Source: an optimization exercise on an open RTL-to-GDS flow (aim: small area and a short achievable clock period). Production flows keep margins and buffers that such runs may drop. Function was not checked in any run shown here: the RTL went through the layout flow alone. Power figures rest on the tool's default switching activity, not on a simulated workload.

[flow/design.v]
module alu(
    input [2:0] op,
    input [31:0] A,
    input [31:0] B,
    output reg [31:0] result
    );
wire sub = (op == 3'd1);
wire [31:0] sum = A + (B ^ {32{sub}}) + {31'd0, sub};
always @(*) begin
    case (op)
    3'd0, 3'd1: result = sum;
    3'd2: result = A & B;
    3'd3: result = A | B;
    3'd4: result = ~A;
    3'd5: result = A ^ B;
    3'd6: result = B;
    default: result = 32'd0;
    endcase
end
endmodule
module shifter(
    input [31:0] in,
    input [4:0] l,
    input [4:0] r,
    output [31:0] out
    );
reg [31:0] s;
integer k;
always @(*) begin
    s = in;
    for (k = 0; k < 5; k = k + 1)
        s = (s & {32{~(l[k] | r[k])}}) | ((s << (1 << k)) & {32{l[k]}}) | ((s >> (1 << k)) & {32{r[k]}});
end
assign out = s;
endmodule
module registerfile
  (input clk,
   input write,
   input [3:0] wrAddr,
   input [31:0] wrData,
   input [15:0] selm,
   output [31:0] rdDatam,
   input [15:0] seln,
   output [31:0] rdDatan);
   reg [511:0] rf;
   genvar r;
   generate
      for (r = 0; r < 16; r = r + 1) begin : g_reg
         wire we = write & (wrAddr == r);
         always @(posedge clk)
            rf[32*r +: 32] <= (rf[32*r +: 32] & {32{~we}}) | (wrData & {32{we}});
      end
   endgenerate
   reg [31:0] m, n;
   integer k;
   always @(*) begin
      m = 32'd0;
      n = 32'd0;
      for (k = 0; k < 16; k = k + 1) begin
         m = m | (rf[32*k +: 32] & {32{selm[k]}});
         n = n | (rf[32*k +: 32] & {32{seln[k]}});
      end
   end
   assign rdDatam = m;
   assign rdDatan = n;
endmodule
module processor(
    input clk,
    input rst,
    output [31:0] imem_addr,
    input [31:0] imem_rdata,
    output dmem_en,
    output dmem_we,
    output [31:0] dmem_addr,
    output [31:0] dmem_wdata,
    input [31:0] dmem_rdata,
    output wb_en,
    output [3:0] wb_addr,
    output [31:0] wb_data
    );
reg [31:0] ia;       
reg [31:0] f_ir, d_ir;
reg f_v, d_v;
reg [15:0] d_seln, d_selm;   
reg d_useimm;                
reg [31:0] e_A, e_B;
reg [2:0] e_op;
reg e_zupd, e_wen, e_men, e_we;
reg [3:0] e_rd;
reg br;      
reg z;       
reg [31:0] m_A, m_B;
reg [2:0] m_op;
reg m_wen, m_en, m_we;
reg [3:0] m_rd;
reg [31:0] w_data;
reg [3:0] w_rd;
reg w_en;
assign imem_addr = ia;
wire [5:0] f_opc = f_ir[29:24];
wire f_useimm = f_ir[31] | (f_opc == 6'b100100);
always @(posedge clk) begin
    f_ir <= imem_rdata;
    d_ir <= f_ir;
    f_v <= ~rst;
    d_v <= ~rst & f_v & ~br;
    d_useimm <= f_useimm;
    d_seln <= 16'd1 << f_ir[23:20];
    d_selm <= f_useimm ? 16'd0 : (16'd1 << f_ir[3:0]);
end
wire       d_S   = d_ir[30];
wire [5:0] d_opc = d_ir[29:24];
wire [3:0] d_rn  = d_ir[23:20];
wire d_mem = d_opc[5] & d_opc[4];
wire d_ls  = d_ir[27];
wire d_regw = ~(d_mem & ~d_ls);
wire [3:0] d_rd = (d_opc[5] | d_opc[4]) ? d_rn : d_ir[19:16];
wire d_beq = (d_opc == 6'b100100);
wire d_flag = (d_opc == 6'b000110) | (d_opc == 6'b001001) | (d_opc == 6'b011101);
reg [2:0] d_op;
always @(*) begin
    case (d_opc)
    6'b000110: d_op = 3'd0;
    6'b001001: d_op = 3'd1;
    6'b011101: d_op = 3'd1;
    6'b001011: d_op = 3'd2;
    6'b001010: d_op = 3'd3;
    6'b001100: d_op = 3'd4;
    6'b001110: d_op = 3'd5;
    6'b011100: d_op = 3'd6;
    6'b100100: d_op = 3'd6;
    default:   d_op = 3'd7;
    endcase
end
wire [31:0] rf_n, rf_m;
registerfile RegFile(clk, w_en, w_rd, w_data, d_selm, rf_m, d_seln, rf_n);
wire [31:0] d_imm = {d_beq ? 8'd0 : {8{d_ir[15]}},
                     d_beq ? d_ir[23:16] : {8{d_ir[15]}},
                     d_ir[15:0]};
wire [4:0] d_shl = d_ir[14:10] & {5{~d_useimm &  d_ir[15]}};
wire [4:0] d_shr = d_ir[14:10] & {5{~d_useimm & ~d_ir[15]}};
wire [31:0] d_Bs;
shifter sft(rf_m, d_shl, d_shr, d_Bs);
wire d_go = ~rst & d_v & ~br;
always @(posedge clk) begin
    e_A <= rf_n;
    e_B <= d_Bs | (d_imm & {32{d_useimm}});
    e_op <= d_op;
    e_rd <= d_rd;
    e_zupd <= d_go & d_S & d_flag;
    e_wen <= d_go & d_regw;
    e_men <= d_go & d_mem;
    e_we <= d_go & d_mem & ~d_ls;
end
wire e_sub = e_op[0];
wire [31:0] e_y = e_B ^ {32{e_sub}};
wire [31:0] e_cin = {e_A[30:0] | e_y[30:0], e_sub};
wire e_zero = ((e_A ^ e_y) == e_cin);
wire e_znext = e_zupd ? e_zero : z;
wire br_next = d_go & d_beq & e_znext;
always @(posedge clk) begin
    if (rst) z <= 1'b0;
    else     z <= e_znext;
    br <= br_next;
    if (br_next)
        ia <= {8'd0, d_ir[23:0]};
    else if (rst)
        ia <= 32'd0;
    else
        ia <= ia + 32'd1;
end
always @(posedge clk) begin
    m_A <= e_A;
    m_B <= e_B;
    m_op <= e_op;
    m_rd <= e_rd;
    m_wen <= ~rst & e_wen & ~br;
    m_en <= ~rst & e_men;
    m_we <= ~rst & e_we;
end
assign dmem_en = m_en;
assign dmem_we = m_we;
assign dmem_addr = m_B;
assign dmem_wdata = m_A;
wire [31:0] m_res;
alu exec(m_op, m_A, m_B, m_res);
always @(posedge clk) begin
    w_data <= m_en ? dmem_rdata : m_res;
    w_rd <= m_rd;
    w_en <= ~rst & m_wen;
end
assign wb_en = w_en;
assign wb_addr = w_rd;
assign wb_data = w_data;
endmodule
[flow/run.sh]
#!/bin/bash
# synth_recipe.tcl (not shown) runs the flow's synth.tcl, then flattens the netlist and writes it again
# the make line also repeats each setting of config.mk as NAME=value (left out here)
make -C /OpenROAD-flow-scripts/flow DESIGN_CONFIG=/design/flow/config.mk WORK_HOME=/design/flow/orfs CLKGATE_MAP_FILE= SYNTH_SCRIPT=/design/flow/synth_recipe.tcl finish
[flow/config.mk]
export PLATFORM = sky130hd
export DESIGN_NAME = processor
export DESIGN_NICKNAME = processor
export VERILOG_FILES = /design/flow/design.v
export SDC_FILE = /design/flow/constraint.sdc
export NUM_CORES = 4
export LEC_CHECK = 0
export ABC_CLOCK_PERIOD_IN_PS = 2900
export CAP_MARGIN = 20
export CORE_MARGIN = 2
export CORE_UTILIZATION = 55
export SETUP_SLACK_MARGIN = 4.6
export SLEW_MARGIN = 20
[flow/constraint.sdc]
create_clock -name core_clock -period 7.5 [get_ports {clk}]
set_input_delay 1.5000 -clock core_clock [delete_from_list [all_inputs] [get_ports {clk}]]
set_output_delay 1.5000 -clock core_clock [all_outputs]
set_load 0.01 [all_outputs]
==> results of run 1 <==
[what timing repair did]
item,4_1_cts,5_1_grt
pin swaps,167,148
endpoints found under the setup margin,232,110
resized for setup,690,220
buffers inserted,179,60
hold buffers,0,0
cloned,12,8
[power groups by stage]
| stage | sequential [mW] | clock, mW | combinational, mW |
|---|---|---|---|
| finish | 5.24 | 4.51 | 2.22 |
| global route | 5.24 | 4.68 | 2.33 |
| CTS | 5.22 | 4.51 | 1.93 |
| detailed placement | 5.35 | 0 | 1.59 |
| global placement | 5.35 | 0 | 1.58 |
| floorplan | 5.22 | 0 | 1.03 |
[routing by layer]
layer | vias to the layer above | track usage [%] | wire length [um]
met3 | 865 | 13.3 | 22600
met4 | 6 | 29.9 | 13300
met2 | 2922 | 64.1 | 68100
met5 | - | 0 | 41
met1 | 16100 | 55.1 | 56100
li1 | 13500 | - | -
[placed cells by master, fill, tap and decap left out, types with 18 or more instances in the layout]
master                              n
sky130_fd_sc_hd__nand2b_1          23
sky130_fd_sc_hd__ha_1             115
sky130_fd_sc_hd__dfxtp_4           54
sky130_fd_sc_hd__clkbuf_16         92
sky130_fd_sc_hd__clkdlybuf4s50_1   66
sky130_fd_sc_hd__dlygate4sd2_1    115
sky130_fd_sc_hd__dfxtp_1          208
sky130_fd_sc_hd__a221oi_2          37
sky130_fd_sc_hd__nand3_1           39
sky130_fd_sc_hd__a22o_1           255
sky130_fd_sc_hd__o21ai_0           66
sky130_fd_sc_hd__inv_1            122
sky130_fd_sc_hd__edfxtp_1         512
sky130_fd_sc_hd__xnor2_1           85
sky130_fd_sc_hd__dfxtp_2           56
sky130_fd_sc_hd__o22ai_1           48
sky130_fd_sc_hd__buf_6             62
sky130_fd_sc_hd__a22oi_1           33
sky130_fd_sc_hd__nand2_2           22
sky130_fd_sc_hd__mux2i_1           26
sky130_fd_sc_hd__o21ai_1           30
sky130_fd_sc_hd__and4_4            26
sky130_fd_sc_hd__a21oi_1           81
sky130_fd_sc_hd__a21oi_2           27
sky130_fd_sc_hd__o211ai_1          46
sky130_fd_sc_hd__nor2_1           151
sky130_fd_sc_hd__a221oi_1         214
sky130_fd_sc_hd__xor2_1            36
sky130_fd_sc_hd__nor3_1            22
sky130_fd_sc_hd__nand2_1          214
sky130_fd_sc_hd__nand4_1           42
sky130_fd_sc_hd__buf_12            23
sky130_fd_sc_hd__o21ai_2           23
sky130_fd_sc_hd__xnor2_2           18
sky130_fd_sc_hd__buf_4            225
[cells by family (layout without fill, tap and decap cells)]
| group | Yosys count | count (layout) | share of synthesized area [%] |
|---|---|---|---|
| AOI/OAI and AO/OA | 1052 | 1052 | 21.1 |
| DFF | 830 | 830 | 57.2 |
| and+or+nand+nor | 703 | 704 | 8.91 |
| buffers and inverters | 347 | 817 | 4.11 |
| xor gates and xnor gates | 150 | 150 | 3.45 |
| adders and majority gates | 127 | 127 | 4.20 |
| muxes | 40 | 40 | 1.09 |
| other | 0 | 2 | 0 |
[worst max-delay path by stage]
stage                                from                  to  slack [ns]  cells after the start
final                     m_op[1]$_DFF_P_  w_data[23]$_DFF_P_        3.72                     19
after global routing      m_op[1]$_DFF_P_  w_data[23]$_DFF_P_        3.63                     19
after CTS                 m_op[2]$_DFF_P_  w_data[30]$_DFF_P_        3.80                     17
after detailed placement  m_op[0]$_DFF_P_  w_data[30]$_DFF_P_        3.04                     15
after global placement    m_op[0]$_DFF_P_  w_data[30]$_DFF_P_        3.14                     15
after floorplan           m_op[1]$_DFF_P_  w_data[29]$_DFF_P_        4.17                     16
[through the flow]
step                cells  power, mW  setup slack, ns  area [um^2]  utilization, %
finish               4604       12.0             3.72        49100            71.8
CTS                  4534       11.7             3.80        47400            69.3
global route         4602       12.3             3.63        49100            71.7
global placement     4186       6.92             3.14        40900            59.7
floorplan            3249       6.25             4.17        38200               -
detailed placement   4186       6.94             3.04        40900            59.7
[critical path: cells and delay by family (launching register included)]
kind	cells	cell delay, ns
AOI/OAI and AO/OA	7	1.54
xor gates and xnor gates	2	0.32
adders and majority gates	1	0.19
buffers and inverters	6	0.83
DFF	1	0.35
and+or+nand+nor	3	0.45
[final cells by class]
class / instances / area (um^2)
Antenna cell: 2 / 5.00
Clock buffer: 106 / 2310
Clock inverter: 51 / 686
Fill cell: 4716 / 19300
Inverter: 125 / 469
Multi-Input combinational cell: 2073 / 17200
Sequential cell: 830 / 22000
Tap cell: 882 / 1100
Timing Repair Buffer: 535 / 5350
==> flow_metrics.tcl, run 1 <==
set metrics [dict create \
    combPwrFrac_pct 18.5 \
    synth-warning-count 4 \
    data_arrival_at_the_endpoint_of_the_critical_path_ns 4.30 \
    area_growth_pct 29.2 \
    clock-sinks 830 \
    power_switching_share_pct 28.2 \
    grt_pass1_wl_um 223000 \
    num_rows 96 \
    power.clock.fraction_pct 37.7 \
    ys_seq_area_share_pct 57.2 \
    hpwl_um 92000 \
    critPathRequiredTime_ns 8.02 \
    number_of_global_route_vias_before_repair 32200 \
    start_util_pct 55.5 \
    die-height_um 267 \
    io_pins 201 \
    detailroute.via_count 33400 \
    synth_area_per_cell_um2 11.7 \
    final_net_count 3842 \
    synth_most_common_cell "sky130_fd_sc_hd__edfxtp_1" \
    timing.setup.critical_path_class "reg2reg" \
    mappedNetlistNets 3442 \
    drtAntennaViolNets 0 \
    die_area_um2 71300 \
    timing_worst_slew_pin_value_ns 1.11 \
    cts.path.max_buffers 3 \
    drtIter0Drc 4728 \
    synthCells 3249 \
    yosysTopAreaCellShare_pct 40.4 \
    cts_root_buffer "sky130_fd_sc_hd__clkbuf_16" \
    fmax_mhz 264 \
    firstDrtPassIters 10 \
    cts_max_level 3 \
    synth.area.top_cells "sky130_fd_sc_hd__edfxtp_1 (40%), sky130_fd_sc_hd__dfxtp_1 (17%), sky130_fd_sc_hd__a22o_1 (5.9%), sky130_fd_sc_hd__a221oi_1 (5.8%), sky130_fd_sc_hd__ha_1 (4.1%)" \
    crit_path_frequent_cell "sky130_fd_sc_hd__buf_6" \
    routed_wl_um 160000 \
    routedWlPerCell_um 34.8 \
    setup-violations-final 0 \
    maxSlewHeadroom_pct 25.3 \
    crit_path_cells "buf_12, nor3b_4, buf_6, buf_12, xnor2_4, buf_6, ha_4, and3_4, a311o_1, a311oi_4, o2111ai_4, buf_6, buf_6, nand2_4, a21o_1, o21ai_2, xnor2_1, o211ai_1, a22o_1" \
    reg2reg_to "w_data[23]$_DFF_P_" \
    groute.usage.overall_pct 43.6 \
    power_report.internal_total_mw 8.60 \
    setup.worst_path.start_class "register" \
    whs_path_depth 0 \
    power.switching_mw 3.38 \
    finalHoldViolations 0 \
    timing.hold.worst.class "reg2reg" \
    rsz_0062_raised_after_global_routing "yes" \
    clkSlewWorstSetupHoldPaths_ns 0.06 \
    critical_path.max_fanout 8 \
    synth.top_cells.by_count "sky130_fd_sc_hd__edfxtp_1 (512), sky130_fd_sc_hd__dfxtp_1 (318), sky130_fd_sc_hd__a22o_1 (257)" \
    remaining_drc_errors 0 \
    timing.hold.ws_ns 0.326 \
    place_congestion 1.00 \
    final.min_clock_period_ns 3.78 \
    yosysUniqueCellTypes 89 \
    ys.flop_type "sky130_fd_sc_hd__edfxtp_1" \
    syn_area_um2 38000 \
    status "finished clean" \
    worst-r2r-cell-count 19 \
    synth_async_sr_flop_share_pct 0 \
    irDropWorstVdd_v 0.000227 \
    regToRegSetupSlack_ns 3.72 \
    critPathCaptureType "register" \
    clock_latency_ns 0.68 \
    powerDensity_nw_per_um2 244 \
    crit_path_top_delay_cell "sky130_fd_sc_hd__a311o_1" \
    core_area_um2 68500 \
    seq_power_share_pct 43.8 \
    grt_max_degree 73 \
    finalClockSkew_ns 0.0602 \
    maxcap_viol_count 0 \
    synth-edff-count 512 \
    global_route_overflow 0 \
    buffer_ports.inserted 200 \
    drive_gt1_share_pct 26.7 \
    post-route-period-util_pct 50.4 \
    startpoint_of_the_worst_register_to_register_path "m_op[1]$_DFF_P_" \
    report.final.slew_viol_count 0 \
    tritoncts "done" \
    fp.dieW_um 267 \
    crit_path_max_incr_delay_ns 0.40 \
    p_leak_nw 18.3 \
    number_of_buffers_created_by_cts 84 \
    viasPerCell 7.25 \
    setup_tns_ns 0 \
    antenna_found_initial 9 \
    hold_path_end "d_ir[4]$_DFF_P_" \
    synth-seq-cells 830 \
    worstHoldStart "f_ir[4]$_DFF_P_" \
    largest_area_contributor_in_the_netlist "sky130_fd_sc_hd__edfxtp_1" \
]
==> run 2, diff against run 1 <==
--- a/flow/config.mk
+++ b/flow/config.mk
@@ -9,5 +9,7 @@
 export CAP_MARGIN = 20
 export CORE_MARGIN = 2
 export CORE_UTILIZATION = 55
+export CTS_BUF_LIST = sky130_fd_sc_hd__clkbuf_4 sky130_fd_sc_hd__clkbuf_8
+export CTS_CLUSTER_SIZE = 30
 export SETUP_SLACK_MARGIN = 4.6
 export SLEW_MARGIN = 20
==> flow_metrics.tcl, run 2 <==
set metrics [dict create \
    mostFrequentLayoutCell "sky130_fd_sc_hd__edfxtp_1" \
    critPathCaptureType "register" \
    critPathRequiredTime_ns 8.21 \
    mappedNetlistNets 3442 \
    clock-sinks 830 \
    drtIter0Drc 5471 \
    status "finished clean" \
    hpwl_um 92000 \
    final.min_clock_period_ns 3.70 \
    cts_hold_buffers 0 \
    drtAntennaViolNets 0 \
    irDropWorstVdd_v 0.000237 \
    number_of_global_route_vias_before_repair 33000 \
    fill_cell_instance_count_of_the_final_layout 4626 \
    synth.top_cells.by_count "sky130_fd_sc_hd__edfxtp_1 (512), sky130_fd_sc_hd__dfxtp_1 (318), sky130_fd_sc_hd__a22o_1 (257)" \
    setup-violations-final 0 \
    largest_area_contributor_in_the_netlist "sky130_fd_sc_hd__edfxtp_1" \
    drive_gt1_share_pct 35.6 \
    data_arrival_at_the_endpoint_of_the_critical_path_ns 4.41 \
    io_pins 201 \
    area_growth_pct 31.4 \
    viasPerCell 7.22 \
    power_switching_share_pct 29.7 \
    timing_worst_slew_pin_value_ns 1.09 \
    gr-usage-met1_pct 55.8 \
    clkSlewWorstSetupHoldPaths_ns 0.06 \
    yosysTopAreaCellShare_pct 40.4 \
    buffer_ports.inserted 200 \
    groute.layer.met2.usage_pct 66.5 \
    core_area_um2 68500 \
    post-route-period-util_pct 49.3 \
    cts.path.max_buffers 3 \
    grt_pass1_wl_um 228000 \
    grt_util_met3_pct 14.6 \
    power.switching_mw 3.48 \
    maxSlewHeadroom_pct 26.8 \
    powerDensity_nw_per_um2 234 \
    ys.flop_type "sky130_fd_sc_hd__edfxtp_1" \
    worst_setup_path_startpoint "m_op[2]$_DFF_P_" \
    num_rows 96 \
    combPwrFrac_pct 20.0 \
    finalWorstSetupSlack_ns 3.80 \
    power.clock.fraction_pct 35.4 \
    die_area_um2 71300 \
    routedWlPerCell_um 34.4 \
    synth_async_sr_flop_share_pct 0 \
    die-height_um 267 \
    synth-seq-cells 830 \
    yosysUniqueCellTypes 89 \
    timing.setup.critical_path_class "reg2reg" \
    maxcap_viol_count 0 \
    synth-warning-count 4 \
    start_util_pct 55.5 \
    p_leak_nw 18.8 \
    synthCells 3249 \
    place_congestion 1.00 \
    detailroute.via_count 34500 \
    globalRoute.busiestLayer "met2" \
    reg2reg_to "w_data[30]$_DFF_P_" \
    grt_max_degree 73 \
    synth_area_per_cell_um2 11.7 \
    startpoint_of_the_worst_register_to_register_path "m_op[2]$_DFF_P_" \
    final_net_count 3984 \
    fp.dieW_um 267 \
    clock_latency_ns 0.83 \
    setup.worst_path.start_class "register" \
    synth.area.top_cells "sky130_fd_sc_hd__edfxtp_1 (40%), sky130_fd_sc_hd__dfxtp_1 (17%), sky130_fd_sc_hd__a22o_1 (5.9%), sky130_fd_sc_hd__a221oi_1 (5.8%), sky130_fd_sc_hd__ha_1 (4.1%)" \
    antenna_found_initial 10 \
    rsz_0062_raised_after_global_routing "yes" \
    remaining_drc_errors 0 \
    timing.hold.ws_ns 0.314 \
    cts_root_buffer "sky130_fd_sc_hd__clkbuf_8" \
    synth-edff-count 512 \
    placement.setup.worst_slack_ns 3.04 \
    critical_path.max_fanout 8 \
    worst-r2r-cell-count 16 \
    firstDrtPassIters 7 \
    power_report.internal_total_mw 8.23 \
    global_route_overflow 0 \
    finalHoldViolations 0 \
    cts_max_level 4 \
    worstSetupEndpoint "w_data[30]$_DFF_P_" \
    syn_area_um2 38000 \
    regToRegSetupSlack_ns 3.80 \
    finalClockSkew_ns 0.0529 \
    fmax_mhz 271 \
    synth_most_common_cell "sky130_fd_sc_hd__edfxtp_1" \
    routed_wl_um 164000 \
    seq_power_share_pct 44.7 \
    report.final.slew_viol_count 0 \
    layout_common_cells "sky130_fd_sc_hd__edfxtp_1 (512), sky130_fd_sc_hd__buf_4 (293), sky130_fd_sc_hd__a22o_1 (255), sky130_fd_sc_hd__nand2_1 (211), sky130_fd_sc_hd__a221oi_1 (191)" \
    ys_seq_area_share_pct 57.2 \
    setup_tns_ns 0 \
    timing.hold.worst.class "reg2reg" \
    number_of_buffers_created_by_cts 135 \
    tritoncts "done" \
    groute.usage.overall_pct 44.7 \
]
run 2: cell counts after synthesis:
No cell type changed its count.
run 2: final cells by class:
type | count | area (um^2) | share of cell area, %
Sequential cell | 830 | 22200 | 44.4
Multi-Input combinational cell | 2074 | 17500 | 35.1
Timing Repair Buffer | 625 | 5820 | 11.7
Clock buffer | 186 | 2330 | 4.67
Tap cell | 882 | 1100 | 2.21
Clock inverter | 58 | 513 | 1.03
Inverter | 125 | 469 | 0.939
Antenna cell | 2 | 5.00 | 0.0100
run 2: metrics by stage:
step | utilization, % | total power [mW] | instances | area, um^2
floorplan | - | 6.25 | 3249 | 38200
finish | 73.0 | 11.7 | 4782 | 50000
global placement | 59.7 | 6.92 | 4186 | 40900
detailed placement | 59.7 | 6.94 | 4186 | 40900
global route | 73.0 | 12.0 | 4782 | 50000
CTS | 70.0 | 11.3 | 4697 | 47900
run 2: power groups by stage:
stage / registers (mW) / logic, mW / clock network (mW)
4_1_cts: 5.21 / 1.98 / 4.14
5_1_grt: 5.23 / 2.45 / 4.35
2_1_floorplan: 5.22 / 1.03 / 0
3_5_place_dp: 5.35 / 1.59 / 0
3_3_place_gp: 5.35 / 1.58 / 0
6_report: 5.23 / 2.34 / 4.14
run 2: routing by layer:
metal | part of all wire [%] | vias up | wire length, um
li1 | - | 13800 | -
met1 | 35 | 16600 | 57600
met2 | 42 | 3101 | 69800
met3 | 14 | 977 | 22900
met4 | 8.6 | 10 | 14100
met5 | 0.041 | - | 68
run 2: cells by family after synthesis:
group                    count (synthesis)  share of synthesized area [%]
multiplexers                            40                           1.09
flip-flops                             830                           57.2
AO/OA/AOI/OAI                         1052                           21.1
XOR/XNOR                               150                           3.45
adder cells (fa/ha/maj)                127                           4.20
AND/OR/NAND/NOR                        703                           8.91
buffers and inverters                  347                           4.11
run 2: worst min path at each step:
stage | depth (start not counted) | start | end | slack [ns]
2_1_floorplan | 0 | f_ir[10]$_DFF_P_ | d_ir[10]$_DFF_P_ | 0.31
3_3_place_gp | 0 | f_ir[14]$_DFF_P_ | d_ir[14]$_DFF_P_ | 0.31
3_5_place_dp | 0 | f_ir[17]$_DFF_P_ | d_ir[17]$_DFF_P_ | 0.31
4_1_cts | 0 | f_ir[14]$_DFF_P_ | d_ir[14]$_DFF_P_ | 0.32
5_1_grt | 0 | f_ir[14]$_DFF_P_ | d_ir[14]$_DFF_P_ | 0.33
6_report | 0 | f_ir[14]$_DFF_P_ | d_ir[14]$_DFF_P_ | 0.31
run 2: timing repair:
item | in CTS | in global routing
pin swaps | 162 | 182
resized for setup | 1221 | 252
endpoints found under the setup margin | 232 | 101
gates cloned | 14 | 8
setup buffers | 253 | 75
run 2: worst max-delay path: stages (launching register included):
cell,delay [ns]
sky130_fd_sc_hd__dfxtp_4,0.35
sky130_fd_sc_hd__buf_12,0.13
sky130_fd_sc_hd__nor3b_4,0.25
sky130_fd_sc_hd__buf_12,0.19
sky130_fd_sc_hd__xnor2_4,0.13
sky130_fd_sc_hd__inv_2,0.06
sky130_fd_sc_hd__fa_2,0.39
sky130_fd_sc_hd__nand2b_4,0.17
sky130_fd_sc_hd__a2111oi_4,0.45
sky130_fd_sc_hd__o41ai_4,0.14
sky130_fd_sc_hd__and3_4,0.19
sky130_fd_sc_hd__nor4b_4,0.25
sky130_fd_sc_hd__o2111ai_2,0.17
sky130_fd_sc_hd__a21boi_2,0.25
sky130_fd_sc_hd__o41ai_2,0.09
sky130_fd_sc_hd__mux2_2,0.28
sky130_fd_sc_hd__o21ai_1,0.11
==> run 3, diff against run 2 <==
--- a/flow/design.v
+++ b/flow/design.v
@@ -1,27 +1,40 @@
 module alu(
-    input [2:0] op,
+    input add, input f_and, input f_or, input f_not, input f_xor, input pass,
+    input cin,
     input [31:0] A,
     input [31:0] B,
-    output reg [31:0] result
+    output [31:0] result
     );
-wire sub = (op == 3'd1);
-wire [31:0] sum = A + (B ^ {32{sub}}) + {31'd0, sub};
+wire [31:0] p = A ^ B;
+wire [31:0] g0 = A & B;
+reg [31:0] G, P;
+integer l, i, j;
 always @(*) begin
-    case (op)
-    3'd0, 3'd1: result = sum;
-    3'd2: result = A & B;
-    3'd3: result = A | B;
-    3'd4: result = ~A;
-    3'd5: result = A ^ B;
-    3'd6: result = B;
-    default: result = 32'd0;
-    endcase
-end
+    G = g0;
+    P = p;
+    G[0] = g0[0] | (p[0] & cin);
+    for (l = 0; l < 5; l = l + 1)
+        for (i = 0; i < 32; i = i + 1)
+            if (i[l]) begin
+                j = ((i >> l) << l) - 1;
+                G[i] = G[i] | (P[i] & G[j]);
+                P[i] = P[i] & P[j];
+            end
+end
+wire [31:0] c = {G[30:0], cin};
+wire [31:0] sum = p ^ c;
+assign result = ({32{add}} & sum)
+              | ({32{f_and}} & g0)
+              | ({32{f_or}} & (A | B))
+              | ({32{f_not}} & ~A)
+              | ({32{f_xor}} & p)
+              | ({32{pass}} & B);
 endmodule
 module shifter(
     input [31:0] in,
     input [4:0] l,
     input [4:0] r,
+    input [4:0] n,
     output [31:0] out
     );
 reg [31:0] s;
@@ -29,7 +42,7 @@
 always @(*) begin
     s = in;
     for (k = 0; k < 5; k = k + 1)
-        s = (s & {32{~(l[k] | r[k])}}) | ((s << (1 << k)) & {32{l[k]}}) | ((s >> (1 << k)) & {32{r[k]}});
+        s = (s & {32{n[k]}}) | ((s << (1 << k)) & {32{l[k]}}) | ((s >> (1 << k)) & {32{r[k]}});
 end
 assign out = s;
 endmodule
@@ -83,6 +96,7 @@
 reg f_v, d_v;
 reg [15:0] d_seln, d_selm;   
 reg d_useimm;                
+reg [4:0] d_shl, d_shr, d_shn;   
 reg [31:0] e_A, e_B;
 reg [2:0] e_op;
 reg e_zupd, e_wen, e_men, e_we;
@@ -90,7 +104,7 @@
 reg br;      
 reg z;       
 reg [31:0] m_A, m_B;
-reg [2:0] m_op;
+reg m_add, m_and, m_or, m_not, m_xor, m_pass, m_cin;
 reg m_wen, m_en, m_we;
 reg [3:0] m_rd;
 reg [31:0] w_data;
@@ -107,6 +121,9 @@
     d_useimm <= f_useimm;
     d_seln <= 16'd1 << f_ir[23:20];
     d_selm <= f_useimm ? 16'd0 : (16'd1 << f_ir[3:0]);
+    d_shl <= f_ir[14:10] & {5{~f_useimm &  f_ir[15]}};
+    d_shr <= f_ir[14:10] & {5{~f_useimm & ~f_ir[15]}};
+    d_shn <= ~f_ir[14:10] | {5{f_useimm}};
 end
 wire       d_S   = d_ir[30];
 wire [5:0] d_opc = d_ir[29:24];
@@ -137,10 +154,8 @@
 wire [31:0] d_imm = {d_beq ? 8'd0 : {8{d_ir[15]}},
                      d_beq ? d_ir[23:16] : {8{d_ir[15]}},
                      d_ir[15:0]};
-wire [4:0] d_shl = d_ir[14:10] & {5{~d_useimm &  d_ir[15]}};
-wire [4:0] d_shr = d_ir[14:10] & {5{~d_useimm & ~d_ir[15]}};
 wire [31:0] d_Bs;
-shifter sft(rf_m, d_shl, d_shr, d_Bs);
+shifter sft(rf_m, d_shl, d_shr, d_shn, d_Bs);
 wire d_go = ~rst & d_v & ~br;
 always @(posedge clk) begin
     e_A <= rf_n;
@@ -152,7 +167,7 @@
     e_men <= d_go & d_mem;
     e_we <= d_go & d_mem & ~d_ls;
 end
-wire e_sub = e_op[0];
+wire e_sub = (e_op == 3'd1);
 wire [31:0] e_y = e_B ^ {32{e_sub}};
 wire [31:0] e_cin = {e_A[30:0] | e_y[30:0], e_sub};
 wire e_zero = ((e_A ^ e_y) == e_cin);
@@ -171,8 +186,14 @@
 end
 always @(posedge clk) begin
     m_A <= e_A;
-    m_B <= e_B;
-    m_op <= e_op;
+    m_B <= e_y;
+    m_add <= (e_op == 3'd0) | (e_op == 3'd1);
+    m_and <= (e_op == 3'd2);
+    m_or <= (e_op == 3'd3);
+    m_not <= (e_op == 3'd4);
+    m_xor <= (e_op == 3'd5);
+    m_pass <= (e_op == 3'd6);
+    m_cin <= e_sub;
     m_rd <= e_rd;
     m_wen <= ~rst & e_wen & ~br;
     m_en <= ~rst & e_men;
@@ -183,9 +204,9 @@
 assign dmem_addr = m_B;
 assign dmem_wdata = m_A;
 wire [31:0] m_res;
-alu exec(m_op, m_A, m_B, m_res);
-always @(posedge clk) begin
-    w_data <= m_en ? dmem_rdata : m_res;
+alu exec(m_add, m_and, m_or, m_not, m_xor, m_pass, m_cin, m_A, m_B, m_res);
+always @(posedge clk) begin
+    w_data <= m_res | (dmem_rdata & {32{m_en}});
     w_rd <= m_rd;
     w_en <= ~rst & m_wen;
 end
==> flow/config.mk (replaced) <==
export PLATFORM = sky130hd
export DESIGN_NAME = processor
export DESIGN_NICKNAME = processor
export VERILOG_FILES = /design/flow/design.v
export SDC_FILE = /design/flow/constraint.sdc
export NUM_CORES = 4
export LEC_CHECK = 0
export ABC_CLOCK_PERIOD_IN_PS = 2800
export CAP_MARGIN = 20
export CORE_MARGIN = 2
export CORE_UTILIZATION = 55
export SETUP_SLACK_MARGIN = 4.7
export SLEW_MARGIN = 20
==> flow_metrics.tcl, run 3 <==
set metrics [dict create \
    status "finished clean" \
    antenna_found_initial 9 \
    final_net_count 3397 \
    tritoncts "done" \
    final.min_clock_period_ns 3.41 \
    finalClockSkew_ns 0.0374 \
    reg2reg_to "e_B[0]$_DFF_P_" \
    crit_path_top_delay_cell "sky130_fd_sc_hd__dfxtp_4" \
    critical_path.max_fanout 14 \
    synth-edff-count 512 \
    routedWlPerCell_um 35.9 \
    multi_input_area_um2 14500 \
    drive_gt1_share_pct 27.7 \
    fmax_mhz 294 \
    crit_path_cells "buf_12, a22o_1, a221oi_1, nand4_1, buf_6, a222oi_1, buf_4, o211ai_1, buf_4, a22o_1, a221o_1, a221o_1" \
    synthCells 2840 \
    critical_path_depth 12 \
    yosysUniqueCellTypes 67 \
    startpoint_of_the_worst_register_to_register_path "d_selm[1]$_SDFF_PP0_" \
    maxcap_viol_count 0 \
    synth.area.top_cells "sky130_fd_sc_hd__edfxtp_1 (42%), sky130_fd_sc_hd__dfxtp_1 (19%), sky130_fd_sc_hd__a221oi_1 (6.7%), sky130_fd_sc_hd__a22o_1 (6.6%), sky130_fd_sc_hd__ha_1 (3.3%)" \
    drtIter0Drc 5627 \
    critPathCaptureType "register" \
    setup.worst_path.start_class "register" \
    grt_pass1_wl_um 209000 \
    regArea_um2 22500 \
    clock_latency_ns 0.67 \
    cts.path.max_buffers 3 \
    firstDrtPassIters 13 \
    timing.hold.worst.class "reg2reg" \
    powerDensity_nw_per_um2 256 \
    synth_most_common_cell "sky130_fd_sc_hd__edfxtp_1" \
    fill_cell_instance_count_of_the_final_layout 4490 \
    cts_root_buffer "sky130_fd_sc_hd__clkbuf_16" \
    mappedNetlistNets 3007 \
    cts_max_level 3 \
    grt_max_degree 37 \
    total_power_mw 11.9 \
    buffer_ports.inserted 200 \
    largest_area_contributor_in_the_netlist "sky130_fd_sc_hd__edfxtp_1" \
    timing.critical_path.buf_inv 4 \
    critPathRequiredTime_ns 8.03 \
    worst_setup_path_startpoint "d_selm[1]$_SDFF_PP0_" \
    detailroute.via_count 30900 \
    die-height_um 261 \
    core_area_um2 65600 \
    routed_wl_um 150000 \
    ys.flop_type "sky130_fd_sc_hd__edfxtp_1" \
    drtAntennaViolNets 0 \
    placed_area_um2 39600 \
    data_arrival_at_the_endpoint_of_the_critical_path_ns 3.94 \
    synth_async_sr_flop_share_pct 0 \
    maxSlewHeadroom_pct 24.0 \
    mostFrequentLayoutCell "sky130_fd_sc_hd__edfxtp_1" \
    timing_worst_slew_pin_value_ns 1.14 \
    clock-sinks 849 \
    worstSetupEndpoint "e_B[0]$_DFF_P_" \
    clkSlewWorstSetupHoldPaths_ns 0.06 \
    number_of_global_route_vias_before_repair 29800 \
    regToRegSetupSlack_ns 4.09 \
    post-route-period-util_pct 45.4 \
    p_leak_nw 17.2 \
    finalHoldViolations 0 \
    die_area_um2 68200 \
    start_util_pct 55.4 \
    fp.dieW_um 261 \
    groute.usage.overall_pct 42.9 \
    number_of_buffers_created_by_cts 87 \
    num_rows 94 \
    worst_path_dominant_cell_family "compound AO/OA/AOI/OAI gates" \
    synth-seq-cells 849 \
    timing.setup.critical_path_class "reg2reg" \
    finish.instance_area_um2 46400 \
    synth_area_per_cell_um2 12.8 \
    hpwl_um 82000 \
    cts_hold_buffers 0 \
    remaining_drc_errors 0 \
    rsz_0062_raised_after_global_routing "yes" \
    area_growth_pct 27.7 \
    global_route_overflow 0 \
    worst-r2r-cell-count 12 \
    setup_tns_ns 0 \
    synth-warning-count 4 \
    yosysTopAreaCellShare_pct 42.3 \
    io_pins 201 \
    syn_area_um2 36400 \
    report.final.slew_viol_count 0 \
    synth.top_cells.by_count "sky130_fd_sc_hd__edfxtp_1 (512), sky130_fd_sc_hd__dfxtp_1 (337), sky130_fd_sc_hd__a221oi_1 (280)" \
    layout_common_cells "sky130_fd_sc_hd__edfxtp_1 (512), sky130_fd_sc_hd__a22o_1 (274), sky130_fd_sc_hd__a221oi_1 (216), sky130_fd_sc_hd__buf_4 (213), sky130_fd_sc_hd__dfxtp_1 (194)" \
    irDropWorstVdd_v 0.000280 \
    ys_seq_area_share_pct 60.9 \
    setup-violations-final 0 \
    crit_path_max_incr_delay_ns 0.41 \
    viasPerCell 7.40 \
    place_congestion 0.990 \
]
==> run 3: per-layer routing <==
metal / wire, um / global-route usage, % / share of wire, %
met3: 22100 / 13.6 / 15
met5: 65 / 0 / 0.043
met1: 53000 / 56.7 / 35
met2: 63400 / 62.4 / 42
met4: 11100 / 25.2 / 7.4
==> run 3: cell families after synthesis <==
kind of cell	share of synthesized area, %
simple gates	6.16
xor+xnor	2.84
buf+inv	3.65
compound gates	22.2
mux	0.651
fa+ha+maj	3.60
flops	60.9
==> run 3: layout make-up <==
| cell class | count | area share [%] |
|---|---|---|
| Antenna cell | 5 | 0.0270 |
| Clock buffer | 107 | 5.07 |
| Clock inverter | 54 | 1.64 |
| Inverter | 152 | 1.26 |
| Multi-Input combinational cell | 1658 | 31.2 |
| Sequential cell | 849 | 48.4 |
| Tap cell | 864 | 2.33 |
| Timing Repair Buffer | 482 | 10.1 |
==> run 3: through the flow <==
| step | hold WS, ns | instances | setup WS, ns | utilization [%] |
|---|---|---|---|---|
| after detailed placement | 0.312 | 3783 | 2.96 | 60.3 |
| after CTS | 0.325 | 4133 | 4.24 | 69.6 |
| after floorplan | 0.310 | 2840 | 4.47 | - |
| after global routing | 0.328 | 4166 | 3.93 | 70.7 |
| after global placement | 0.312 | 3783 | 3.04 | 60.3 |
| final | 0.325 | 4171 | 4.09 | 70.7 |
==> run 3: power breakdown <==
part / leakage [nW] / switching, mW / internal [mW]
Clock: 1.51 / 1.90 / 2.77
Sequential: 7.64 / 0.233 / 5.17
Combinational: 8.00 / 1.03 / 0.751
Total: 17.2 / 3.17 / 8.70
==> run 3: worst min-delay path by stage <==
stage | startpoint | end | slack, ns | cells after the start
after floorplan | f_ir[16]$_DFF_P_ | d_ir[16]$_DFF_P_ | 0.31 | 0
after global placement | f_ir[17]$_DFF_P_ | d_ir[17]$_DFF_P_ | 0.31 | 0
after detailed placement | f_ir[17]$_DFF_P_ | d_ir[17]$_DFF_P_ | 0.31 | 0
after CTS | f_ir[4]$_DFF_P_ | d_ir[4]$_DFF_P_ | 0.33 | 0
after global routing | m_rd[1]$_DFF_P_ | w_rd[1]$_DFF_P_ | 0.33 | 0
final | f_ir[5]$_DFF_P_ | d_ir[5]$_DFF_P_ | 0.32 | 0
==> run 3: what timing repair did <==
item / in CTS / in global routing
buffers inserted: 176 / 30
resized for setup: 688 / 155
endpoints found under the hold margin: 0 / 0
endpoints found under the setup margin: 225 / 158
pin swaps: 122 / 71
cloned: 13 / 3
==> run 4, diff against run 3 <==
--- a/flow/design.v
+++ b/flow/design.v
@@ -30,18 +30,18 @@
               | ({32{f_xor}} & p)
               | ({32{pass}} & B);
 endmodule
-module shifter(
+module shifter #(parameter LEVELS = 5) (
     input [31:0] in,
-    input [4:0] l,
-    input [4:0] r,
-    input [4:0] n,
+    input [LEVELS-1:0] l,
+    input [LEVELS-1:0] r,
+    input [LEVELS-1:0] n,
     output [31:0] out
     );
 reg [31:0] s;
 integer k;
 always @(*) begin
     s = in;
-    for (k = 0; k < 5; k = k + 1)
+    for (k = 0; k < LEVELS; k = k + 1)
         s = (s & {32{n[k]}}) | ((s << (1 << k)) & {32{l[k]}}) | ((s >> (1 << k)) & {32{r[k]}});
 end
 assign out = s;
@@ -99,7 +99,8 @@
 reg [4:0] d_shl, d_shr, d_shn;   
 reg [31:0] e_A, e_B;
 reg [2:0] e_op;
-reg e_zupd, e_wen, e_men, e_we;
+reg e_zupd, e_wen, e_men, e_we, e_sub;
+reg e_l4, e_r4, e_n4;    
 reg [3:0] e_rd;
 reg br;      
 reg z;       
@@ -155,20 +156,24 @@
                      d_beq ? d_ir[23:16] : {8{d_ir[15]}},
                      d_ir[15:0]};
 wire [31:0] d_Bs;
-shifter sft(rf_m, d_shl, d_shr, d_shn, d_Bs);
+shifter #(4) sft(rf_m, d_shl[3:0], d_shr[3:0], d_shn[3:0], d_Bs);
 wire d_go = ~rst & d_v & ~br;
 always @(posedge clk) begin
     e_A <= rf_n;
     e_B <= d_Bs | (d_imm & {32{d_useimm}});
     e_op <= d_op;
+    e_sub <= (d_op == 3'd1);
+    e_l4 <= d_shl[4];
+    e_r4 <= d_shr[4];
+    e_n4 <= d_shn[4];
     e_rd <= d_rd;
     e_zupd <= d_go & d_S & d_flag;
     e_wen <= d_go & d_regw;
     e_men <= d_go & d_mem;
     e_we <= d_go & d_mem & ~d_ls;
 end
-wire e_sub = (e_op == 3'd1);
-wire [31:0] e_y = e_B ^ {32{e_sub}};
+wire [31:0] e_Bs = (e_B & {32{e_n4}}) | ((e_B << 16) & {32{e_l4}}) | ((e_B >> 16) & {32{e_r4}});
+wire [31:0] e_y = e_Bs ^ {32{e_sub}};
 wire [31:0] e_cin = {e_A[30:0] | e_y[30:0], e_sub};
 wire e_zero = ((e_A ^ e_y) == e_cin);
 wire e_znext = e_zupd ? e_zero : z;
--- a/flow/config.mk
+++ b/flow/config.mk
@@ -8,6 +8,8 @@
 export ABC_CLOCK_PERIOD_IN_PS = 2800
 export CAP_MARGIN = 20
 export CORE_MARGIN = 2
-export CORE_UTILIZATION = 55
+export CORE_UTILIZATION = 50
+export CTS_CLUSTER_DIAMETER = 100
+export CTS_CLUSTER_SIZE = 24
 export SETUP_SLACK_MARGIN = 4.7
 export SLEW_MARGIN = 20
==> flow_metrics.tcl, run 4 <==
set metrics [dict create \
    global_route_overflow 0 \
    ys_seq_area_share_pct 60.3 \
    clock-sinks 853 \
    area_growth_pct 24.5 \
    timing_worst_slew_pin_value_ns 1.04 \
    timing.setup.critical_path_class "reg2reg" \
    cts_hold_buffers 0 \
    critPathRequiredTime_ns 8.04 \
    total_power_mw 10.1 \
    clkSlewWorstSetupHoldPaths_ns 0.10 \
    largest_area_contributor_in_the_netlist "sky130_fd_sc_hd__edfxtp_1" \
    viasPerCell 7.23 \
    grt_max_degree 38 \
    die_area_um2 75900 \
    groute.usage.overall_pct 39.8 \
    critical_path.max_fanout 8 \
    synth-warning-count 4 \
    status "finished clean" \
    firstDrtPassIters 11 \
    die-height_um 275 \
    fmax_mhz 301 \
    grt_pass1_wl_um 215000 \
    synth.top_cells.by_count "sky130_fd_sc_hd__edfxtp_1 (512), sky130_fd_sc_hd__dfxtp_1 (341), sky130_fd_sc_hd__a221oi_1 (253)" \
    io_pins 201 \
    finalClockSkew_ns 0.0440 \
    worstHoldStart "d_shn[4]$_DFF_P_" \
    drive_gt1_share_pct 25.8 \
    layout_common_cells "sky130_fd_sc_hd__edfxtp_1 (512), sky130_fd_sc_hd__a221oi_1 (213), sky130_fd_sc_hd__a22o_1 (212), sky130_fd_sc_hd__dfxtp_1 (205), sky130_fd_sc_hd__buf_4 (200)" \
    mostFrequentLayoutCell "sky130_fd_sc_hd__edfxtp_1" \
    finalHoldViolations 0 \
    remaining_drc_errors 0 \
    place_congestion 1.02 \
    number_of_buffers_created_by_cts 43 \
    post-route-period-util_pct 44.3 \
    clock_latency_ns 0.65 \
    synth-edff-count 512 \
    yosysTopAreaCellShare_pct 41.7 \
    routed_wl_um 156000 \
    fp.dieW_um 275 \
    mappedNetlistNets 3152 \
    hpwl_um 89400 \
    synth_async_sr_flop_share_pct 0 \
    tritoncts "done" \
    p_leak_nw 16.6 \
    rsz_0062_raised_after_global_routing "yes" \
    data_arrival_at_the_endpoint_of_the_critical_path_ns 3.86 \
    number_of_global_route_vias_before_repair 29800 \
    drtIter0Drc 5258 \
    synthCells 2984 \
    report.final.slew_viol_count 0 \
    drtAntennaViolNets 0 \
    powerDensity_nw_per_um2 219 \
    synth_area_per_cell_um2 12.3 \
    final.min_clock_period_ns 3.32 \
    timing.hold.worst.class "reg2reg" \
    startpoint_of_the_worst_register_to_register_path "e_n4$_DFF_P_" \
    antenna_found_initial 8 \
    core_area_um2 73000 \
    worst_setup_path_startpoint "e_n4$_DFF_P_" \
    detailroute.via_count 31300 \
    setup.worst_path.start_class "register" \
    setup-violations-final 0 \
    ys.flop_type "sky130_fd_sc_hd__edfxtp_1" \
    cts_root_buffer "sky130_fd_sc_hd__clkbuf_16" \
    start_util_pct 50.5 \
    buffer_ports.inserted 200 \
    maxSlewHeadroom_pct 30.7 \
    synth.area.top_cells "sky130_fd_sc_hd__edfxtp_1 (42%), sky130_fd_sc_hd__dfxtp_1 (19%), sky130_fd_sc_hd__a221oi_1 (6.0%), sky130_fd_sc_hd__a22o_1 (5.1%), sky130_fd_sc_hd__a22oi_1 (3.6%)" \
    syn_area_um2 36800 \
    maxcap_viol_count 0 \
    cts_max_level 2 \
    irDropWorstVdd_v 0.000248 \
    setup_tns_ns 0 \
    critPathCaptureType "register" \
    synth_most_common_cell "sky130_fd_sc_hd__edfxtp_1" \
    cts.path.max_buffers 3 \
    routedWlPerCell_um 36.0 \
    yosysUniqueCellTypes 84 \
    num_rows 99 \
    synth-seq-cells 853 \
    final_net_count 3512 \
]
## run 4: cell count changes after synthesis, moves of 22 or more
cell,change
sky130_fd_sc_hd__a22oi_1,+102
sky130_fd_sc_hd__nand2_1,+66
sky130_fd_sc_hd__a22o_1,-61
sky130_fd_sc_hd__xor2_1,-30
sky130_fd_sc_hd__a221oi_1,-27
sky130_fd_sc_hd__o31ai_1,+22
sky130_fd_sc_hd__xnor2_1,+22
## run 4: path summary, 6_finish.rpt
path	cells after the start	slack (ns)	end
max reg2reg	13	4.18	ia[23]$_DFF_P_
min	0	0.33	e_n4$_DFF_P_
min reg2reg	0	0.33	e_n4$_DFF_P_
max	13	4.18	ia[23]$_DFF_P_
## run 4: metal layers
| metal | global-route usage [%] | part of all wire, % | routed length [um] |
|---|---|---|---|
| met3 | 12.0 | 14 | 22100 |
| met1 | 53.3 | 36 | 56800 |
| met4 | 20.7 | 7.2 | 11300 |
| met2 | 58.4 | 42 | 65400 |
| met5 | 0 | 0.11 | 172 |
## run 4: timing repair
action	CTS	global route
gates resized for setup	753	230
buffers inserted	171	41
endpoints found under the setup margin	223	156
pin swaps	146	136
hold endpoints to repair	0	0
gates cloned	12	6
## run 4: area by class of cell
type,count,area [um^2]
antenna,2,5.00
clock buffer,64,1150
clock inverter,7,106
fill,5663,27100
inverter,159,613
multi-input combinational,1786,15300
sequential,853,22500
tap,959,1200
timing repair buffer,496,4860
timing repair inverter,5,66.3
## run 4: cells by family (layout without fill, tap and decap cells)
kind of cell / count (synthesis) / count (layout) / synth area share [%]
buffers and inverters: 346 / 731 / 3.75
xor gates and xnor gates: 110 / 110 / 2.62
muxes: 5 / 5 / 0.146
other: 0 / 2 / 0
AOI/OAI and AO/OA: 1009 / 1009 / 22.2
and+or+nand+nor: 559 / 560 / 7.47
DFF: 853 / 853 / 60.3
adders and majority gates: 102 / 102 / 3.59
## run 4: report_power, final
group / internal, mW / switching (mW)
clock network: 1.10 / 1.53
registers: 5.20 / 0.223
logic: 0.839 / 1.16
## run 4: stage by stage
step	utilization (%)	std cells	instance area [um^2]	hold WS, ns	setup slack (ns)
after global placement	54.9	4027	40000	0.313	3.11
final	62.9	4331	45900	0.330	4.18
after floorplan	-	2984	37100	0.310	4.60
after global routing	62.9	4329	45900	0.335	4.12
after detailed placement	54.9	4028	40000	0.312	3.17
after CTS	61.3	4282	44700	0.330	4.17
## run 4: critical path, cell delays in order (launching register included)
cell and delay (ns):
sky130_fd_sc_hd__dfxtp_4 0.40, sky130_fd_sc_hd__buf_12 0.15, sky130_fd_sc_hd__a22oi_2 0.24, sky130_fd_sc_hd__xnor2_1 0.17, sky130_fd_sc_hd__inv_1 0.10, sky130_fd_sc_hd__ha_4 0.28, sky130_fd_sc_hd__xor2_2 0.16, sky130_fd_sc_hd__nand4_1 0.13
sky130_fd_sc_hd__nor4_2 0.37, sky130_fd_sc_hd__a32oi_2 0.25, sky130_fd_sc_hd__or4_4 0.52, sky130_fd_sc_hd__buf_12 0.19, sky130_fd_sc_hd__buf_6 0.12, sky130_fd_sc_hd__o22ai_2 0.13
==> run 5, diff against run 4 <==
--- a/flow/config.mk
+++ b/flow/config.mk
@@ -11,5 +11,5 @@
 export CORE_UTILIZATION = 50
 export CTS_CLUSTER_DIAMETER = 100
 export CTS_CLUSTER_SIZE = 24
-export SETUP_SLACK_MARGIN = 4.7
+export SETUP_SLACK_MARGIN = 4.0
 export SLEW_MARGIN = 20
==> flow_metrics.tcl, run 5 <==
set metrics [dict create \
    status "finished clean" \
    viasPerCell 7.24 \
    seq_power_share_pct 56.7 \
    area_growth_pct 14.2 \
    setup-violations-final 0 \
    ys.flop_type "sky130_fd_sc_hd__edfxtp_1" \
    power_switching_share_pct 28.0 \
    regToRegSetupSlack_ns 3.98 \
    yosysUniqueCellTypes 84 \
    remaining_drc_errors 0 \
    power.switching_mw 2.72 \
    fp.dieW_um 275 \
    drtIter0Drc 5079 \
    synth.area.top_cells "sky130_fd_sc_hd__edfxtp_1 (42%), sky130_fd_sc_hd__dfxtp_1 (19%), sky130_fd_sc_hd__a221oi_1 (6.0%), sky130_fd_sc_hd__a22o_1 (5.1%), sky130_fd_sc_hd__a22oi_1 (3.6%)" \
    grt_max_degree 38 \
    cts_hold_buffers 0 \
    timing.hold.worst.class "reg2reg" \
    whs_path_depth 0 \
    tritoncts "done" \
    start_util_pct 50.5 \
    antenna_found_initial 6 \
    fmax_mhz 284 \
    final.min_clock_period_ns 3.52 \
    maxSlewHeadroom_pct 30.2 \
    io_pins 201 \
    cts_max_level 2 \
    synthCells 2984 \
    die-height_um 275 \
    critPathCaptureType "register" \
    grt_pass1_wl_um 208000 \
    timing.setup.critical_path_class "reg2reg" \
    power_report.internal_total_mw 6.97 \
    finalHoldViolations 0 \
    data_arrival_at_the_endpoint_of_the_critical_path_ns 3.93 \
    detailroute.via_count 30100 \
    startpoint_of_the_worst_register_to_register_path "d_selm[10]$_SDFF_PP0_" \
    cts.path.max_buffers 3 \
    global_route_overflow 0 \
    synth_async_sr_flop_share_pct 0 \
    cts_root_buffer "sky130_fd_sc_hd__clkbuf_16" \
    buffer_ports.inserted 200 \
    worstHoldStart "f_ir[5]$_DFF_P_" \
    mostFrequentLayoutCell "sky130_fd_sc_hd__edfxtp_1" \
    groute.usage.overall_pct 38.5 \
    drive_gt1_share_pct 9.62 \
    num_rows 99 \
    routed_wl_um 150000 \
    largest_area_contributor_in_the_netlist "sky130_fd_sc_hd__edfxtp_1" \
    crit_path_top_delay_cell "sky130_fd_sc_hd__or4_1" \
    synth.top_cells.by_count "sky130_fd_sc_hd__edfxtp_1 (512), sky130_fd_sc_hd__dfxtp_1 (341), sky130_fd_sc_hd__a221oi_1 (253)" \
    crit_path_cells "buf_4, a22oi_1, nand2_1, or4_1, a222oi_1, o2111ai_2, a222oi_1, o211ai_1" \
    critical_path_depth 8 \
    synth-seq-cells 853 \
    clock_latency_ns 0.63 \
    critPathRequiredTime_ns 7.91 \
    post-route-period-util_pct 47.0 \
    finalClockSkew_ns 0.0376 \
    crit_path_max_incr_delay_ns 0.75 \
    irDropWorstVdd_v 0.000265 \
    combPwrFrac_pct 16.2 \
    timing.critical_path.buf_inv 1 \
    number_of_global_route_vias_before_repair 28600 \
    number_of_buffers_created_by_cts 42 \
    syn_area_um2 36800 \
    synth_most_common_cell "sky130_fd_sc_hd__edfxtp_1" \
    timing.hold.ws_ns 0.325 \
    timing_worst_slew_pin_value_ns 1.04 \
    fill_cell_instance_count_of_the_final_layout 6004 \
    firstDrtPassIters 10 \
    drtAntennaViolNets 0 \
    synth_area_per_cell_um2 12.3 \
    rsz_0062_raised_after_global_routing "yes" \
    worst-r2r-cell-count 8 \
    hpwl_um 89700 \
    clock-sinks 853 \
    synth-warning-count 4 \
    layout_common_cells "sky130_fd_sc_hd__edfxtp_1 (512), sky130_fd_sc_hd__dfxtp_1 (302), sky130_fd_sc_hd__a221oi_1 (249), sky130_fd_sc_hd__a22o_1 (213), sky130_fd_sc_hd__clkdlybuf4s50_1 (199)" \
    mappedNetlistNets 3152 \
    setup_tns_ns 0 \
    powerDensity_nw_per_um2 230 \
    hold_path_end "d_ir[5]$_DFF_P_" \
    worst_path_dominant_cell_family "compound AO/OA/AOI/OAI gates" \
    critical_path.max_fanout 32 \
    setup.worst_path.start_class "register" \
    routedWlPerCell_um 36.1 \
    clkSlewWorstSetupHoldPaths_ns 0.10 \
    crit_path_frequent_cell "sky130_fd_sc_hd__a222oi_1" \
    reg2reg_to "e_B[20]$_DFF_P_" \
    place_congestion 0.963 \
    power.clock.fraction_pct 27.1 \
    final_net_count 3331 \
    synth-edff-count 512 \
    report.final.slew_viol_count 0 \
    core_area_um2 73000 \
    p_leak_nw 14.9 \
    ys_seq_area_share_pct 60.3 \
    maxcap_viol_count 0 \
    die_area_um2 75900 \
    total_power_mw 9.69 \
    yosysTopAreaCellShare_pct 41.7 \
]
==> run 5: stage by stage <==
step	util, %	worst slack [ns]	cells	cell area [um^2]
floorplan	-	4.18	2984	36800
global placement	54.7	2.94	4028	39900
detailed placement	54.7	3.17	4028	39900
CTS	57.1	4.00	4134	41700
global route	57.7	3.95	4150	42100
finish	57.7	3.98	4153	42100
==> run 5: cell type report <==
cell class / instances / area [um^2] / area share, %
Clock inverter: 6 / 93.8 / 0.223
Timing Repair Buffer: 321 / 3000 / 7.13
Multi-Input combinational cell: 1785 / 13700 / 32.6
Tap cell: 959 / 1200 / 2.85
Timing Repair inverter: 1 / 8.76 / 0.0208
Inverter: 159 / 602 / 1.43
Sequential cell: 853 / 22300 / 52.9
Clock buffer: 66 / 1170 / 2.79
Antenna cell: 3 / 7.51 / 0.0178
==> run 5: metal layers <==
layer  share of wire, %  wire length, um  global-route usage, %
met1                 36            54300                   51.3
met3                 14            20900                   10.1
met5              0.028               42                      0
met2                 43            65000                   58.6
met4                6.4             9540                   18.8
==> run 5: worst max path at each step <==
| stage | from | end | slack, ns |
|---|---|---|---|
| 2_1_floorplan | e_sub$_DFF_P_ | ia[23]$_DFF_P_ | 4.18 |
| 4_1_cts | d_selm[6]$_SDFF_PP0_ | e_B[5]$_DFF_P_ | 4.00 |
| 5_1_grt | m_A[9]$_DFF_P_ | w_data[15]$_DFF_P_ | 3.95 |
| 3_3_place_gp | e_n4$_DFF_P_ | ia[8]$_DFF_P_ | 2.94 |
| 3_5_place_dp | rst | ia[11]$_DFF_P_ | 3.17 |
| 6_report | d_selm[10]$_SDFF_PP0_ | e_B[20]$_DFF_P_ | 3.98 |
==> run 5: logic make-up (layout without fill, tap and decap cells) <==
group / Yosys count / in the layout / synth area share [%]
flip-flops: 853 / 853 / 60.3
buffers and inverters: 346 / 553 / 3.75
AND/OR/NAND/NOR: 559 / 559 / 7.47
multiplexers: 5 / 5 / 0.146
AO/OA/AOI/OAI: 1009 / 1009 / 22.2
other: 0 / 3 / 0
XOR/XNOR: 110 / 110 / 2.62
adder cells (fa/ha/maj): 102 / 102 / 3.59
==> run 5: worst reg2reg max path, cell delays in order, from the launching register on <==
cell and delay, ns:
sky130_fd_sc_hd__dfxtp_1 0.31, sky130_fd_sc_hd__buf_4 0.36, sky130_fd_sc_hd__a22oi_1 0.30, sky130_fd_sc_hd__nand2_1 0.09, sky130_fd_sc_hd__or4_1 0.75, sky130_fd_sc_hd__a222oi_1 0.39, sky130_fd_sc_hd__o2111ai_2 0.34, sky130_fd_sc_hd__a222oi_1 0.48
sky130_fd_sc_hd__o211ai_1 0.29
==> run 5: repair_timing <==
action	4_1_cts	5_1_grt
pin swaps	18	16
resized for setup	70	57
setup endpoints to repair	94	75
gates cloned	1	0
setup buffers	33	16
==> run 5: power groups by stage <==
stage	clock network, mW	registers [mW]	logic [mW]
after floorplan	0	5.47	0.816
after global placement	0	5.59	1.42
after detailed placement	0	5.59	1.43
after CTS	2.65	5.49	1.49
after global routing	2.82	5.51	1.66
final	2.62	5.49	1.57
==> run 6, diff against run 5 <==
--- a/flow/config.mk
+++ b/flow/config.mk
@@ -5,7 +5,7 @@
 export SDC_FILE = /design/flow/constraint.sdc
 export NUM_CORES = 4
 export LEC_CHECK = 0
-export ABC_CLOCK_PERIOD_IN_PS = 2800
+export ABC_AREA = 1
 export CAP_MARGIN = 20
 export CORE_MARGIN = 2
 export CORE_UTILIZATION = 50
==> flow_metrics.tcl, run 6 <==
set metrics [dict create \
    fill_cell_instance_count_of_the_final_layout 6920 \
    regArea_um2 22300 \
    ys_seq_area_share_pct 57.6 \
    p_leak_nw 17.6 \
    routed_wl_um 142000 \
    grt_max_degree 35 \
    antenna_found_initial 5 \
    largest_area_contributor_in_the_netlist "sky130_fd_sc_hd__edfxtp_1" \
    highest_layer "met5" \
    post_synth_fa_ha_maj_area_fraction_pct 3.43 \
    maxcap_viol_count 0 \
    drtIter0Drc 3840 \
    die_area_um2 79300 \
    setup-violations-final 0 \
    powerDensity_nw_per_um2 224 \
    tritoncts "done" \
    power.clock.fraction_pct 27.3 \
    timing.hold.worst.class "reg2reg" \
    critical_path.max_fanout 17 \
    maxSlewHeadroom_pct 26.4 \
    hpwl_um 86500 \
    rsz_0062_raised_after_global_routing "no" \
    data_arrival_at_the_endpoint_of_the_critical_path_ns 1.93 \
    ys.flop_type "sky130_fd_sc_hd__edfxtp_1" \
    mappedNetlistNets 4381 \
    synth.area.top_cells "sky130_fd_sc_hd__edfxtp_1 (40%), sky130_fd_sc_hd__dfxtp_1 (18%), sky130_fd_sc_hd__nand2_1 (16%), sky130_fd_sc_hd__ha_1 (3.1%), sky130_fd_sc_hd__nand3_1 (2.9%)" \
    drtAntennaViolNets 0 \
    remaining_drc_errors 0 \
    finish.instance_area_um2 42900 \
    placed_area_um2 41500 \
    buffer_ports.inserted 200 \
    die-height_um 282 \
    critPathCaptureType "output pin" \
    syn_area_um2 38500 \
    number_of_buffers_created_by_cts 42 \
    setup_tns_ns 0 \
    worstHoldStart "f_ir[16]$_DFF_P_" \
    cts_root_buffer "sky130_fd_sc_hd__clkbuf_16" \
    synth.top_cells.by_count "sky130_fd_sc_hd__nand2_1 (1668), sky130_fd_sc_hd__edfxtp_1 (512), sky130_fd_sc_hd__dfxtp_1 (341)" \
    critical_path_depth 1 \
    final_net_count 4521 \
    firstDrtPassIters 6 \
    report.final.slew_viol_count 0 \
    area_growth_pct 11.3 \
    detailroute.via_count 31600 \
    grt_pass1_wl_um 200000 \
    startpoint_of_the_worst_register_to_register_path "e_sub$_DFF_P_" \
    synthCells 4213 \
    seq_power_share_pct 57.6 \
    timing_worst_slew_pin_value_ns 1.10 \
    finalClockSkew_ns 0.0305 \
    cts_max_level 2 \
    synth_most_common_cell "sky130_fd_sc_hd__nand2_1" \
    total_power_mw 9.61 \
    synth_area_per_cell_um2 9.15 \
    synth_xor_area_share_pct 1.63 \
    clkSlewWorstSetupHoldPaths_ns 0.10 \
    crit_path_top_delay_cell "sky130_fd_sc_hd__clkdlybuf4s50_1" \
    synth_async_sr_flop_share_pct 0 \
    worst_path_dominant_cell_family "buffers and inverters" \
    drive_gt1_share_pct 6.00 \
    io_pins 201 \
    synth_compound_area_share_pct 7.63 \
    dr_wl_met3_um 16300 \
    route.layer.met1.wl_um 57200 \
    post-route-period-util_pct 45.7 \
    power.switching_mw 2.73 \
    reg2reg_to "ia[1]$_DFF_P_" \
    whs_path_depth 0 \
    critPathRequiredTime_ns 6.00 \
    crit_path_cells "clkdlybuf4s50_1" \
    cts.path.max_buffers 3 \
    power_report.internal_total_mw 6.88 \
    crit_path_max_incr_delay_ns 0.71 \
    groute.usage.overall_pct 35.3 \
    setup.worst_path.start_class "register" \
    hold_path_end "d_ir[16]$_DFF_P_" \
    cts_hold_buffers 0 \
    synth-warning-count 4 \
    yosys.area_share.simple_pct 24.7 \
    regToRegSetupSlack_ns 4.22 \
    fp.dieW_um 282 \
    combPwrFrac_pct 15.1 \
    met2_routed_length_um 61300 \
    routedWlPerCell_um 26.2 \
    place_congestion 0.921 \
    finalHoldViolations 0 \
    post_synth_mux_area_share_pct 0 \
    yosysUniqueCellTypes 56 \
    mostFrequentLayoutCell "sky130_fd_sc_hd__nand2_1" \
    irDropWorstVdd_v 0.000229 \
    synth-seq-cells 853 \
    final.min_clock_period_ns 3.43 \
    status "finished clean" \
    clock_latency_ns 0.63 \
    power_switching_share_pct 28.4 \
    viasPerCell 5.84 \
    worst-r2r-cell-count 14 \
    fmax_mhz 291 \
    start_util_pct 50.7 \
    number_of_global_route_vias_before_repair 29200 \
    clock-sinks 853 \
    multi_input_area_um2 14500 \
    global_route_overflow 0 \
    yosysTopAreaCellShare_pct 39.9 \
    layout_common_cells "sky130_fd_sc_hd__nand2_1 (1667), sky130_fd_sc_hd__edfxtp_1 (512), sky130_fd_sc_hd__dfxtp_1 (278), sky130_fd_sc_hd__inv_1 (264), sky130_fd_sc_hd__nor2_1 (261)" \
    combinational_family_with_the_most_area_after_synthesis "simple AND/OR/NAND/NOR gates" \
    num_rows 101 \
    timing.critical_path.buf_inv 1 \
    core_area_um2 76100 \
    timing.setup.critical_path_class "reg2out" \
    synth-edff-count 512 \
]
==> run 6: cell types whose count changed after synthesis, moves of 37 or more <==
| cell | delta |
|---|---|
| sky130_fd_sc_hd__nand2_1 | +1476 |
| sky130_fd_sc_hd__inv_1 | +113 |
| sky130_fd_sc_hd__clkbuf_1 | -46 |
| sky130_fd_sc_hd__a22o_1 | -181 |
| sky130_fd_sc_hd__nand3_1 | +184 |
| sky130_fd_sc_hd__a221oi_1 | -152 |
| sky130_fd_sc_hd__xnor2_1 | -37 |
| sky130_fd_sc_hd__nor2_1 | +163 |
| sky130_fd_sc_hd__a22oi_1 | -173 |
==> run 6: logic make-up (layout without fill, tap and decap cells) <==
logic type | after synthesis | count (layout)
buffers and inverters | 442 | 609
AOI/OAI and AO/OA | 430 | 430
DFF | 853 | 853
adders and majority gates | 102 | 102
xor gates and xnor gates | 70 | 70
and+or+nand+nor | 2316 | 2316
other | 0 | 1
==> run 6: area by class of cell <==
class                      instances  share of cell area, %
sequential                       853                   51.9
multi-input combinational       2918                   33.9
timing repair buffer             267                   5.87
tap                             1030                   3.00
clock buffer                      65                   2.70
inverter                         271                   2.41
clock inverter                     6                  0.178
antenna                            1                0.00583
==> run 6: timing repair <==
item,4_1_cts,5_1_grt
resized for setup,27,15
setup endpoints to repair,49,35
gates cloned,0,0
buffers inserted,0,8
==> run 6: worst max-delay path by stage <==
stage                       start            endpoint  slack [ns]
3_5_place_dp                  rst   ia[25]$_SDFF_PP0_        3.09
4_1_cts        w_data[14]$_DFF_P_         wb_data[14]        4.00
6_report       w_data[24]$_DFF_P_         wb_data[24]        4.07
3_3_place_gp                  rst   ia[31]$_SDFF_PP0_        3.14
5_1_grt             e_sub$_DFF_P_      ia[12]$_DFF_P_        4.01
2_1_floorplan      m_B[0]$_DFF_P_  w_data[16]$_DFF_P_        4.57
==> run 6: power by group through the flow <==
stage          sequential, mW  combinational (mW)  clock, mW
3_3_place_gp             5.63                1.40          0
4_1_cts                  5.53                1.41       2.65
2_1_floorplan            5.51               0.787          0
3_5_place_dp             5.64                1.41          0
5_1_grt                  5.56                1.57       2.81
6_report                 5.54                1.45       2.63
==> run 6: worst register-to-register path, stage by stage (launching register included) <==
cell	delay, ns
sky130_fd_sc_hd__dfxtp_1	0.38
sky130_fd_sc_hd__inv_4	0.41
sky130_fd_sc_hd__xor2_1	0.37
sky130_fd_sc_hd__ha_1	0.30
sky130_fd_sc_hd__inv_1	0.07
sky130_fd_sc_hd__o21ai_0	0.10
sky130_fd_sc_hd__nor4_1	0.28
sky130_fd_sc_hd__nand2_1	0.13
sky130_fd_sc_hd__nor2_1	0.15
sky130_fd_sc_hd__nand4_1	0.21
sky130_fd_sc_hd__nand2_1	0.17
sky130_fd_sc_hd__nand2_4	0.23
sky130_fd_sc_hd__inv_4	0.28
sky130_fd_sc_hd__nand2_1	0.09
sky130_fd_sc_hd__nand2_1	0.07
==> run 6: metal layers <==
metal,vias to the layer above,track usage (%)
met5,-,0
met4,2,15.4
met3,319,7.84
met2,1780,53.2
met1,15100,49.0
li1,14400,-
==> run 6: through the flow <==
stage | worst slack [ns] | std cells | hold WS (ns) | util (%)
detailed placement | 3.09 | 5331 | 0.312 | 54.6
CTS | 4.00 | 5402 | 0.333 | 56.3
floorplan | 4.57 | 4213 | 0.310 | -
finish | 4.07 | 5411 | 0.334 | 56.4
global route | 4.01 | 5410 | 0.340 | 56.4
global placement | 3.14 | 5331 | 0.309 | 54.6

-- what the ideal ports hide --
In the flow no input, the clock included, has a driving cell. The finished layouts below were timed again as built, in two steps. Step 1 sets driving cells, clkbuf_16 on the clock port and buf_2 on the other inputs (assumed; they add their load-dependent delay and slew). Step 2 moves the port delays by t, midway between the first and last clock arrival at a register: inputs arrive t later, outputs are due t later. That takes back most of the time a late clock gives input paths. Slacks: no drivers / after step 1 / after step 2; pairs: no drivers / after step 1.
| run | t, ns | slack for setup (ns) | hold WS [ns] | latest minus earliest clock arrival (ns) | worst slew at a driven data input, ns |
|---|---|---|---|---|---|
| run 1 | 0.722 | 3.716 / 3.716 / 3.716 | 0.326 / 0.326 / 0.326 | 0.061 / 0.061 | 0.06 |
| run 2 | 0.867 | 3.805 / 3.805 / 3.805 | 0.314 / 0.314 / 0.314 | 0.059 / 0.059 | 0.06 |
| run 3 | 0.716 | 4.094 / 4.094 / 4.021 | 0.325 / 0.325 / 0.325 | 0.038 / 0.038 | 0.06 |
| run 4 | 0.694 | 4.181 / 4.181 / 3.842 | 0.330 / 0.330 / 0.330 | 0.047 / 0.046 | 0.06 |
| run 5 | 0.681 | 3.976 / 3.976 / 3.957 | 0.325 / 0.325 / 0.325 | 0.040 / 0.040 | 0.07 |
| run 6 | 0.677 | 4.069 / 4.002 / 3.618 | 0.334 / 0.334 / 0.334 | 0.031 / 0.031 | 0.07 |
After both steps setup and hold are still met in every run listed. For run 6, which loses most, drivers alone change the setup slack by -0.067 ns; drivers and shift together by -0.451 ns.
